This design comes from an exercise in tuning for small area, a short achievable clock period and few clock cycles per item on the open sky130 flow, not from production work.
The RTL was checked by simulation tests, not by an equivalence proof against the original design.
No activity file was given, so power comes from the tool's default toggle rates.

== 12-16 ==
// top
module top(
input clk,
input rst,
input  [31:0] b_rdata,
output [31:0] b_wdata,
output [31:0] addr,
output [3:0] we,
output en,
output rstout
    );
For scale: ~500 cells after synthesis, about 100 I/O pins.
Settings: LEC_CHECK=0, CAP_MARGIN=20, CORE_MARGIN=2, CORE_UTILIZATION=40, SETUP_SLACK_MARGIN=3.15, SLEW_MARGIN=20; clock period 6.0 ns.
standard.sh (not shown) runs the stock make flow with config.mk's settings and CLKGATE_MAP_FILE= SYNTH_SCRIPT=/design/flow/synth_recipe.tcl, a recipe that flattens the netlist after the stock synthesis.
==> flow/flow/run.sh <==
#!/bin/bash
set -e
export BUFFER_PORTS_ARGS="-buffer_cell sky130_fd_sc_hd__buf_1"
export SKIP_REPAIR_TIE_FANOUT=1
export CTS_ARGS="-sink_clustering_enable -repair_clock_nets -dont_use_dummy_load -sink_clustering_size 40 -sink_clustering_max_diameter 80 -buf_list {sky130_fd_sc_hd__clkbuf_4 sky130_fd_sc_hd__clkbuf_8}"
bash standard.sh > standard.log 2>&1
12-16 ended with every stage complete and zero timing, DRC or antenna violations.
Testbench counts of 12-16, summed over its fixed seeds: cycles 8,960, items 960.
Setup changes, 12-16 to 09-05
Settings: SETUP_SLACK_MARGIN now 3.2, was 3.15.
==> comparison <==
- Status: total area of sequential cells parity (09-05, 12-16)
- Re adder-cell area share of the yosys netlist: no difference whatsoever between 12-16 and 09-05.
- The final worst setup slack was comparable across 12-16 and 09-05.
- 09-05 ended up with a higher count of fill cells added during filler insertion than 12-16 did.

Starting RTL as in the previous note.
==> flow/design.v (excerpt) <==
module top(
input clk,
input rst,
input  [31:0] b_rdata,
output [31:0] b_wdata,
output [31:0] addr,
output [3:0] we,
output en,
output rstout
    );
clock: 6.0 ns
lec_check: 0
cap_margin: 20
core_margin: 2
core_utilization: 40
setup_slack_margin: 3.1
slew_margin: 20
Scripts as last shown in full above: flow/flow/run.sh
The starting point ran to the end with no violations.
Testbench counts at the start, summed over its fixed seeds: cycles 8,960, items 960.
Next try:
- SETUP_SLACK_MARGIN: 3.1 -> 3.05
=>
- worst setup slack gets worse by 0.059 ns
- count of clock-buffer cells in the layout is unchanged
- power is about the same

Setup of harbor:
Another version of the RTL of top (not shown whole).
Size in the first run: about 110 flip-flops, roughly 100 I/O pins, roughly 5900 um^2 of cells after synthesis.
Settings: LEC_CHECK=0, CAP_MARGIN=20, CORE_MARGIN=2, CORE_UTILIZATION=40, SETUP_SLACK_MARGIN=3.1, SLEW_MARGIN=20; clock period 6.0 ns.
==> flow/flow/run.sh <==
#!/bin/bash
set -e
export BUFFER_PORTS_ARGS="-buffer_cell sky130_fd_sc_hd__buf_2"
bash standard.sh > standard.log 2>&1
Testbench counts of harbor, summed over its fixed seeds: cycles 8,960, items 960.
Changes in onyx relative to harbor:
==> flow/run.sh (new file) <==
#!/bin/bash
# synth_recipe.tcl (not shown) runs the flow's synth.tcl, then flattens the netlist and writes it again
# the make line also repeats each setting of config.mk as NAME=value (left out here)
make -C /OpenROAD-flow-scripts/flow DESIGN_CONFIG=/design/flow/config.mk WORK_HOME=/design/flow/orfs CLKGATE_MAP_FILE= SYNTH_SCRIPT=/design/flow/synth_recipe.tcl finish
removed: flow/flow/run.sh
removed: flow/standard.sh
--- outcome ---
onyx vs. harbor: via count shows no meaningful change; inserted tap cell count shows no meaningful change; synthesis-to-layout area growth rose by 5.7 points; required time at the endpoint of the critical path rose by 1440 ps; internal power of the cells up 1.7%.
onyx vs. harbor: final total power +about 0.34%; non-clock buffer total of the final layout picked up an extra 1.
For the utilization after layout, onyx came in 2.3 points higher than harbor did.
Looking at total stage count of the critical path, onyx sits 8 above harbor.

top, a different RTL version from the one above (not shown whole).
For scale: ~540 cells after synthesis, ~110 flip-flops, ~100 I/O pins, roughly 0.0060 mm^2 of cells after synthesis.
clock: 6.0 ns
lec_check: 0
cap_margin: 20
core_margin: 2
core_utilization: 40
setup_slack_margin: 3.1
slew_margin: 20
==> flow/flow/run.sh <==
#!/bin/bash
set -e
export BUFFER_PORTS_ARGS="-buffer_cell sky130_fd_sc_hd__buf_2"
export CTS_ARGS="-sink_clustering_enable -repair_clock_nets -dont_use_dummy_load -buf_list {sky130_fd_sc_hd__clkbuf_4 sky130_fd_sc_hd__clkbuf_8}"
bash standard.sh > standard.log 2>&1
Testbench counts at the start, summed over its fixed seeds: cycles 8,960, items 960.
==> next run, changes <==
==> flow/flow/run.sh (replaced) <==
#!/bin/bash
set -e
export BUFFER_PORTS_ARGS="-buffer_cell sky130_fd_sc_hd__buf_2"
export CTS_ARGS="-sink_clustering_enable -repair_clock_nets -dont_use_dummy_load -sink_clustering_size 40 -sink_clustering_max_diameter 80 -buf_list {sky130_fd_sc_hd__clkbuf_4 sky130_fd_sc_hd__clkbuf_8}"
bash standard.sh > standard.log 2>&1
After rerunning:
- The new run completed with no timing, DRC or antenna violations
- non-clock buffer count stays the same
- register-to-register slack hardly moves
- fmax stays the same
- global-route usage stays the same
- final area is unchanged
==> next run, changes <==
==> flow/flow/run.sh (replaced) <==
#!/bin/bash
set -e
export BUFFER_PORTS_ARGS="-buffer_cell sky130_fd_sc_hd__buf_2"
export SKIP_REPAIR_TIE_FANOUT=1
export CTS_ARGS="-sink_clustering_enable -repair_clock_nets -dont_use_dummy_load -sink_clustering_size 40 -sink_clustering_max_diameter 80 -buf_list {sky130_fd_sc_hd__clkbuf_4 sky130_fd_sc_hd__clkbuf_8}"
bash standard.sh > standard.log 2>&1
Worst setup slack improves by 0.0083 ns.
Maximum frequency is about the same.
Global-route usage is lower by 0.28 points.
Routed wire length went down by about 0.9%.
Total power climbs by about 3.2%.
First-iteration DRC count rises by 10%.
Cell area shrinks by about 1%.
Critical path depth is unchanged.
Non-clock buffer count is higher by 2.
Hold slack gets worse by 0.0041 ns.

## run Z
top, a different RTL version from the one above (not shown whole).
Size in the first run: ~680 cells after synthesis, roughly 110 flip-flops, about 100 I/O pins, about 0.0060 mm² of cells after synthesis.
clock: 6.0 ns
lec_check: 0
abc_area: 1
cap_margin: 20
core_margin: 2
core_utilization: 40
setup_slack_margin: 3.1
slew_margin: 20
==> flow/flow/run.sh <==
#!/bin/bash
set -e
export BUFFER_PORTS_ARGS="-buffer_cell sky130_fd_sc_hd__buf_1"
export SKIP_REPAIR_TIE_FANOUT=1
export CTS_ARGS="-sink_clustering_enable -repair_clock_nets -dont_use_dummy_load -sink_clustering_size 40 -sink_clustering_max_diameter 80 -buf_list {sky130_fd_sc_hd__clkbuf_4 sky130_fd_sc_hd__clkbuf_8}"
bash standard.sh > standard.log 2>&1
Run Z closes out successfully: all stages finished, all timing, DRC and antenna checks passed.
Testbench counts of run Z, summed over its fixed seeds: cycles 8,960, items 960.
> inputs changed (run Z -> run C)
Settings: clearing ABC_AREA, which used to be 1.
--- a/flow/flow/run.sh
+++ b/flow/flow/run.sh
@@ -3 +3 @@
-export BUFFER_PORTS_ARGS="-buffer_cell sky130_fd_sc_hd__buf_1"
+export BUFFER_PORTS_ARGS="-buffer_cell sky130_fd_sc_hd__buf_2"
==> notes.md <==
- Run C has fraction of the mapped netlist area in compound gates above what run Z had.
- The final layout from run C, which completed every stage, passed the timing, design-rule and antenna checks at the end of the flow.
- Relative to run Z, utilization after layout increased by 0.61 points in run C.
- Dominant kind of cell: sequential cells -> run C, multi-input gates -> run Z
- Commonest non-fill, non-tap cell in the layout: sky130_fd_sc_hd__buf_2 -> run C, sky130_fd_sc_hd__nand2_1 -> run Z
- Run C vs run Z: combinational fraction of design power up in run C
- Compared to run Z, run C has vias per cell about 4.6% higher.
- Per the comparison of run C with run Z, die height went down by 3.8 µm, worst path buffer plus inverter count lower.

[port drivers added, routing unchanged]
The results above use ideal ports. As a check the final layouts listed here were re-extracted and re-timed, cells and wires unchanged. Step 1 (the two cells are an assumption about what drives the block):
set clk [get_ports {clk}]
set_driving_cell -lib_cell sky130_fd_sc_hd__clkbuf_16 $clk
set_driving_cell -lib_cell sky130_fd_sc_hd__buf_2 [delete_from_list [all_inputs] $clk]
Step 2 times the ports against the registers' clock, not the clock port: input delays grow and output delays shrink by t, the midpoint of the rising clock arrivals with the driver on. a / b / c = ideal / step 1 / step 2; a / b = the first two.
run	t, ns	setup slack, ns	worst setup path at the end	clock arrival spread, ns	worst data-port slew with drivers (ns)
12-16	0.396	3.172 / 3.136 / 2.817	input to register	0.028 / 0.028	0.04
09-05	0.398	3.172 / 3.136 / 2.854	input to register	0.037 / 0.037	0.04
the first run of note 2	0.408	3.157 / 3.157 / 2.769	input to register	0.024 / 0.023	0.03
the second run of note 2	0.391	3.097 / 3.113 / 2.722	input to register	0.034 / 0.034	0.04
harbor	0.397	3.075 / 3.034 / 2.797	input to register	0.008 / 0.008	0.04
onyx	0.397	2.984 / 2.984 / 2.610	input to register	0.009 / 0.009	0.04
the first run of note 4	0.459	3.187 / 3.163 / 2.933	input to register	0.029 / 0.029	0.03
the second run of note 4	0.459	3.187 / 3.163 / 2.933	input to register	0.029 / 0.029	0.03
the third run of note 4	0.451	3.195 / 3.172 / 2.972	input to register	0.030 / 0.030	0.04
run Z	0.463	3.189 / 3.169 / 3.053	input to register	0.015 / 0.014	0.03
run C	0.444	3.179 / 3.143 / 2.810	input to register	0.020 / 0.021	0.04
After both steps setup and hold are still met in every run listed. For the first run of note 2, which loses most, drivers alone change the setup slack by 0.000 ns; drivers and shift together by -0.388 ns.
